This design comes from an exercise in tuning for small area, a short achievable clock period and few clock cycles per item on the open sky130 flow, not from production work. At most, simulation tests tie the RTL to the original design; equivalence was not proved. Power is estimated from default activity; no workload was simulated.

// cnn_top
module cnn_top(
    input clk,
    input reset,
    input start,
    output [9:0] img_addr,
    input  [7:0] img_pixel,
    output reg prediction,
    output reg done,
    output signed [31:0] score0,
    output signed [31:0] score1
);
    wire busy, fin, e, ep, en, gt;
    wire [15:0] conv;
    wire [1:0] band;
    wire [3:0] m;
    wire [3:0] i;
    wire [14:0] qmax;
    wire [1:0] g = {i[0], e};      
    reg init;
    control_fsm SEQ (
        .clk(clk), .reset(reset), .start(start), .busy(busy), .addr(img_addr),
        .band(band), .m(m), .i(i), .e(e), .ep(ep), .en(en), .fin(fin)
    );
    processing_unit CONV (
        .clk(clk), .short_band(band >= 2'd1), .ep(ep), .en(en),
        .pixel_in(img_pixel), .conv(conv)
    );
    max_pooling_layer_26x26 POOL (
        .clk(clk), .first(g == 2'd2), .conv(conv), .qmax(qmax)
    );
    dense_layer DENSE (
        .clk(clk), .busy(busy), .init(init), .load_q(g == 2'd2),
        .band(band), .m(m), .ip(i[3:1]), .q(qmax),
        .score0(score0), .score1(score1), .gt(gt)
    );
    always @(posedge clk or posedge reset) begin
        if (reset) begin
            done <= 1'b0;
            init <= 1'b0;
        end else begin
            init <= start;
            if (start) done <= 1'b0;
            else if (fin) done <= 1'b1;
        end
    end
    always @(posedge clk)
        if (fin) prediction <= ~gt;
endmodule
clock: 16.0 ns
lec_check: 0
abc_area: 1
cap_margin: 20
core_margin: 2
core_utilization: 40
place_density: 0.6
slew_margin: 20
synth_memory_max_bits: 65536
standard.sh (not shown) runs the stock make flow with config.mk's settings and CLKGATE_MAP_FILE= SYNTH_SCRIPT=/design/flow/synth_recipe.tcl, a recipe that flattens the netlist after the stock synthesis.
==> flow/flow/run.sh <==
#!/bin/bash
# The standard layout (standard.sh) with these make settings:
#  - timing repair aimed below the clock period: the resizer works on every
#    path with less than 11.7 ns of slack at the design's 16 ns clock;
#  - a clock tree without dummy loads: clkbuf_8 buffers, clusters of up to 18 sinks;
#  - half-adder cells added to the platform's don't-use list, so synthesis
#    extracts only full adders.
# Full tool output goes to standard.log (and ORFS's logs under orfs/logs).
bash standard.sh SETUP_SLACK_MARGIN=11.7 \
  "CTS_ARGS=-sink_clustering_enable -repair_clock_nets -dont_use_dummy_load -buf_list sky130_fd_sc_hd__clkbuf_8 -root_buf sky130_fd_sc_hd__clkbuf_16 -sink_clustering_size 18 -sink_clustering_max_diameter 60" \
  "DONT_USE_CELLS=sky130_fd_sc_hd__probe_p_8 sky130_fd_sc_hd__probec_p_8 sky130_fd_sc_hd__lpflow_bleeder_1 sky130_fd_sc_hd__lpflow_clkbufkapwr_1 sky130_fd_sc_hd__lpflow_clkbufkapwr_16 sky130_fd_sc_hd__lpflow_clkbufkapwr_2 sky130_fd_sc_hd__lpflow_clkbufkapwr_4 sky130_fd_sc_hd__lpflow_clkbufkapwr_8 sky130_fd_sc_hd__lpflow_clkinvkapwr_1 sky130_fd_sc_hd__lpflow_clkinvkapwr_16 sky130_fd_sc_hd__lpflow_clkinvkapwr_2 sky130_fd_sc_hd__lpflow_clkinvkapwr_4 sky130_fd_sc_hd__lpflow_clkinvkapwr_8 sky130_fd_sc_hd__lpflow_decapkapwr_12 sky130_fd_sc_hd__lpflow_decapkapwr_3 sky130_fd_sc_hd__lpflow_decapkapwr_4 sky130_fd_sc_hd__lpflow_decapkapwr_6 sky130_fd_sc_hd__lpflow_decapkapwr_8 sky130_fd_sc_hd__lpflow_inputiso0n_1 sky130_fd_sc_hd__lpflow_inputiso0p_1 sky130_fd_sc_hd__lpflow_inputiso1n_1 sky130_fd_sc_hd__lpflow_inputiso1p_1 sky130_fd_sc_hd__lpflow_inputisolatch_1 sky130_fd_sc_hd__lpflow_isobufsrc_1 sky130_fd_sc_hd__lpflow_isobufsrc_16 sky130_fd_sc_hd__lpflow_isobufsrc_2 sky130_fd_sc_hd__lpflow_isobufsrc_4 sky130_fd_sc_hd__lpflow_isobufsrc_8 sky130_fd_sc_hd__lpflow_isobufsrckapwr_16 sky130_fd_sc_hd__lpflow_lsbuf_lh_hl_isowell_tap_1 sky130_fd_sc_hd__lpflow_lsbuf_lh_hl_isowell_tap_2 sky130_fd_sc_hd__lpflow_lsbuf_lh_hl_isowell_tap_4 sky130_fd_sc_hd__lpflow_lsbuf_lh_isowell_4 sky130_fd_sc_hd__lpflow_lsbuf_lh_isowell_tap_1 sky130_fd_sc_hd__lpflow_lsbuf_lh_isowell_tap_2 sky130_fd_sc_hd__lpflow_lsbuf_lh_isowell_tap_4 sky130_fd_sc_hd__ha_1 sky130_fd_sc_hd__ha_2 sky130_fd_sc_hd__ha_4" \
  finish > standard.log 2>&1
Testbench counts at the start, summed over its fixed seeds: cycles 32,760, items 36.
Edit:
--- a/flow/design.v
+++ b/flow/design.v
@@ -10,31 +10,30 @@
     output reg [3:0] i,
     output reg e,
     output reg ep,
     output reg en,
     output fin
 );
     wire short_b = (band >= 2'd1);
     wire last_i = (i == (short_b ? 4'd9 : 4'd11));
     assign fin = (band == 2'd3) && (i == 4'd5) && (e == 1'b1);
     always @(posedge clk) begin
-        ep <= busy & ~e;
-        en <= ~busy | e;
+        ep <= busy ? ~e : start;
+        en <= busy ? e : ~start;
     end
     always @(posedge clk or posedge reset) begin
-        if (reset) busy <= 1'b0;
-        else if (!busy) busy <= start;
-        else if (fin) busy <= 1'b0;
-    end
-    always @(posedge clk) begin
-        if (!busy || fin) begin
-            addr <= 10'd0; band <= 2'd0; m <= 4'd0; i <= 4'd0; e <= 1'b0;
+        if (reset) begin
+            busy <= 1'b0; addr <= 10'd0; band <= 2'd0; m <= 4'd0; i <= 4'd0; e <= 1'b0;
+        end else if (!busy) begin
+            busy <= start; e <= start; addr <= {9'd0, start};
+        end else if (fin) begin
+            busy <= 1'b0; addr <= 10'd0; band <= 2'd0; m <= 4'd0; i <= 4'd0; e <= 1'b0;
         end else if (!e) begin
             e <= 1'b1; addr <= addr + 10'd1;
         end else begin
             e <= 1'b0;
             if (!last_i) begin
                 i <= i + 4'd1; addr <= addr + 10'd27;
             end else begin
                 i <= 4'd0;
                 if (m != 4'd13) begin
                     m <= m + 4'd1;
@@ -64,21 +63,20 @@
         d[0] <= pixel_in;
         for (k = 1; k < NDL; k = k + 1) d[k] <= d[k-1];
         if (short_band) d[2*HB-2] <= d[2*HS-3];
     end
     wire [7:0] y21 = ep ? d[0] : d[2*HB-2];
     wire [7:0] y11 = en ? d[2*HB] : d[2];
     wire [7:0] y01 = en ? d[2*HB+2] : d[4];
     wire [7:0] y20 = d[2*HB-1];
     wire [7:0] y10 = d[2*HB+1];
     wire [7:0] y00 = d[2*HB+3];
-    wire [7:0] y12 = d[1];
     wire ca_1 = y20[2] ^ y20[4];
     wire ca_2 = y20[2] | y20[4];
     wire ca_3 = y20[3] ^ y20[5];
     wire ca_4 = y20[3] | y20[5];
     wire ca_5 = y10[1] ^ y00[0] ^ y00[7];
     wire ca_6 = (y10[1] & y00[0]) | (y10[1] & y00[7]) | (y00[0] & y00[7]);
     wire ca_7 = y20[4] ^ y20[6];
     wire ca_8 = y20[4] & y20[6];
     wire ca_9 = y20[0] ^ y20[2] ^ y20[3];
     wire ca_10 = (y20[0] & y20[2]) | (y20[0] & y20[3]) | (y20[2] & y20[3]);
The changed run produced a clean layout.
Total power came out higher by about 4.6%.
Clock skew came out lower by 39 ps.
Die area came out higher by about 0.6%.
Hold slack barely changes.
Non-clock buffer count came out higher by 1.
Utilization came out higher by 0.16 points.
First-iteration DRC count came out lower by about 2.3%.
Cell area came out higher by about 0.57%.
Routed wire length came out higher by 11%.
Setup slack gets worse by 37 ps.
Sequential cell count stays the same.
Area after synthesis came out higher by about 0.6%.
Testbench counts after the change, summed over its fixed seeds: cycles 32,724, items 36.

========
Setup of rev 12:
cnn_top with an RTL version that a note above also has.
Size in the first run: ~420 flip-flops.
==> module control_fsm, before the edit <==
module control_fsm(
    input clk,
    input reset,
    input start,
    output reg busy,
    output reg [9:0] addr,
    output reg [1:0] band,
    output reg [3:0] m,
    output reg [3:0] i,
    output reg e,
    output reg ep,
    output reg en,
    output fin
);
    wire short_b = (band >= 2'd1);
    wire last_i = (i == (short_b ? 4'd9 : 4'd11));
    assign fin = (band == 2'd3) && (i == 4'd5) && (e == 1'b1);
    always @(posedge clk) begin
        ep <= busy ? ~e : start;
        en <= busy ? e : ~start;
    end
    always @(posedge clk or posedge reset) begin
        if (reset) begin
            busy <= 1'b0; addr <= 10'd0; band <= 2'd0; m <= 4'd0; i <= 4'd0; e <= 1'b0;
        end else if (!busy) begin
            busy <= start; e <= start; addr <= {9'd0, start};
        end else if (fin) begin
            busy <= 1'b0; addr <= 10'd0; band <= 2'd0; m <= 4'd0; i <= 4'd0; e <= 1'b0;
        end else if (!e) begin
            e <= 1'b1; addr <= addr + 10'd1;
        end else begin
            e <= 1'b0;
            if (!last_i) begin
                i <= i + 4'd1; addr <= addr + 10'd27;
            end else begin
                i <= 4'd0;
                if (m != 4'd13) begin
                    m <= m + 4'd1;
                    addr <= addr - (short_b ? 10'd251 : 10'd307);
                end else begin
                    m <= 4'd0; band <= band + 2'd1; addr <= addr - 10'd55;
                end
            end
        end
    end
endmodule
clock: 16.0 ns
lec_check: 0
abc_area: 1
cap_margin: 20
core_margin: 2
core_utilization: 30
place_density: 0.5
slew_margin: 20
synth_memory_max_bits: 65536
Scripts as last shown in full above: flow/flow/run.sh
Testbench counts of rev 12, summed over its fixed seeds: cycles 32,724, items 36.
The following lists how rev 13 was set up differently from rev 12:
--- a/flow/design.v
+++ b/flow/design.v
@@ -14,9 +14,9 @@
     output fin
 );
     wire short_b = (band >= 2'd1);
     wire last_i = (i == (short_b ? 4'd9 : 4'd11));
-    assign fin = (band == 2'd3) && (i == 4'd5) && (e == 1'b1);
+    assign fin = (band == 2'd3) && (i == 4'd7) && (e == 1'b0);
     always @(posedge clk) begin
         ep <= busy ? ~e : start;
         en <= busy ? e : ~start;
     end
Findings:
- Rev 13 ended up with a higher utilization than rev 12 did.
- On post-synthesis cell area, rev 12 and rev 13 are neck and neck.
- Re relative max-transition margin: rev 12 was higher than rev 13.
- Chip width: rev 13 vs rev 12 — no meaningful difference
- Row length of the first detailed-routing pass in iterations: rev 13 lower / rev 12 higher
- The unique cell type count in the Yosys netlist in rev 13 was lower than what rev 12 gave.
The RTL of rev 13 was laid out without a check of its function.

re-timing with driven ports:
How much do the figures lean on ideal ports? The routed layouts below were timed once more, with nothing changed but the port constraints. Step 1 assumes that a clkbuf_16 drives the clock port and a buf_2 every other input. Step 2 times the ports against the registers' clock, not the clock port: input delays grow and output delays shrink by t, the midpoint of the rising clock arrivals with the driver on. Slacks: ideal ports / drivers / drivers and shift; pairs: ideal ports / drivers.
| run | shift t [ns] | setup WS [ns] | latest minus earliest clock arrival (ns) |
|---|---|---|---|
| the first run of note 1 | 0.561 | 11.722 / 11.660 / 11.840 | 0.097 / 0.097 |
| the second run of note 1 | 0.588 | 11.685 / 11.624 / 11.671 | 0.068 / 0.068 |
| rev 12 | 0.578 | 11.720 / 11.658 / 11.750 | 0.093 / 0.093 |
| rev 13 | 0.561 | 11.747 / 11.691 / 11.454 | 0.060 / 0.059 |
After both steps every run listed still meets setup and hold. For rev 13, which loses most, drivers alone change the setup slack by -0.056 ns; drivers and shift together by -0.293 ns.
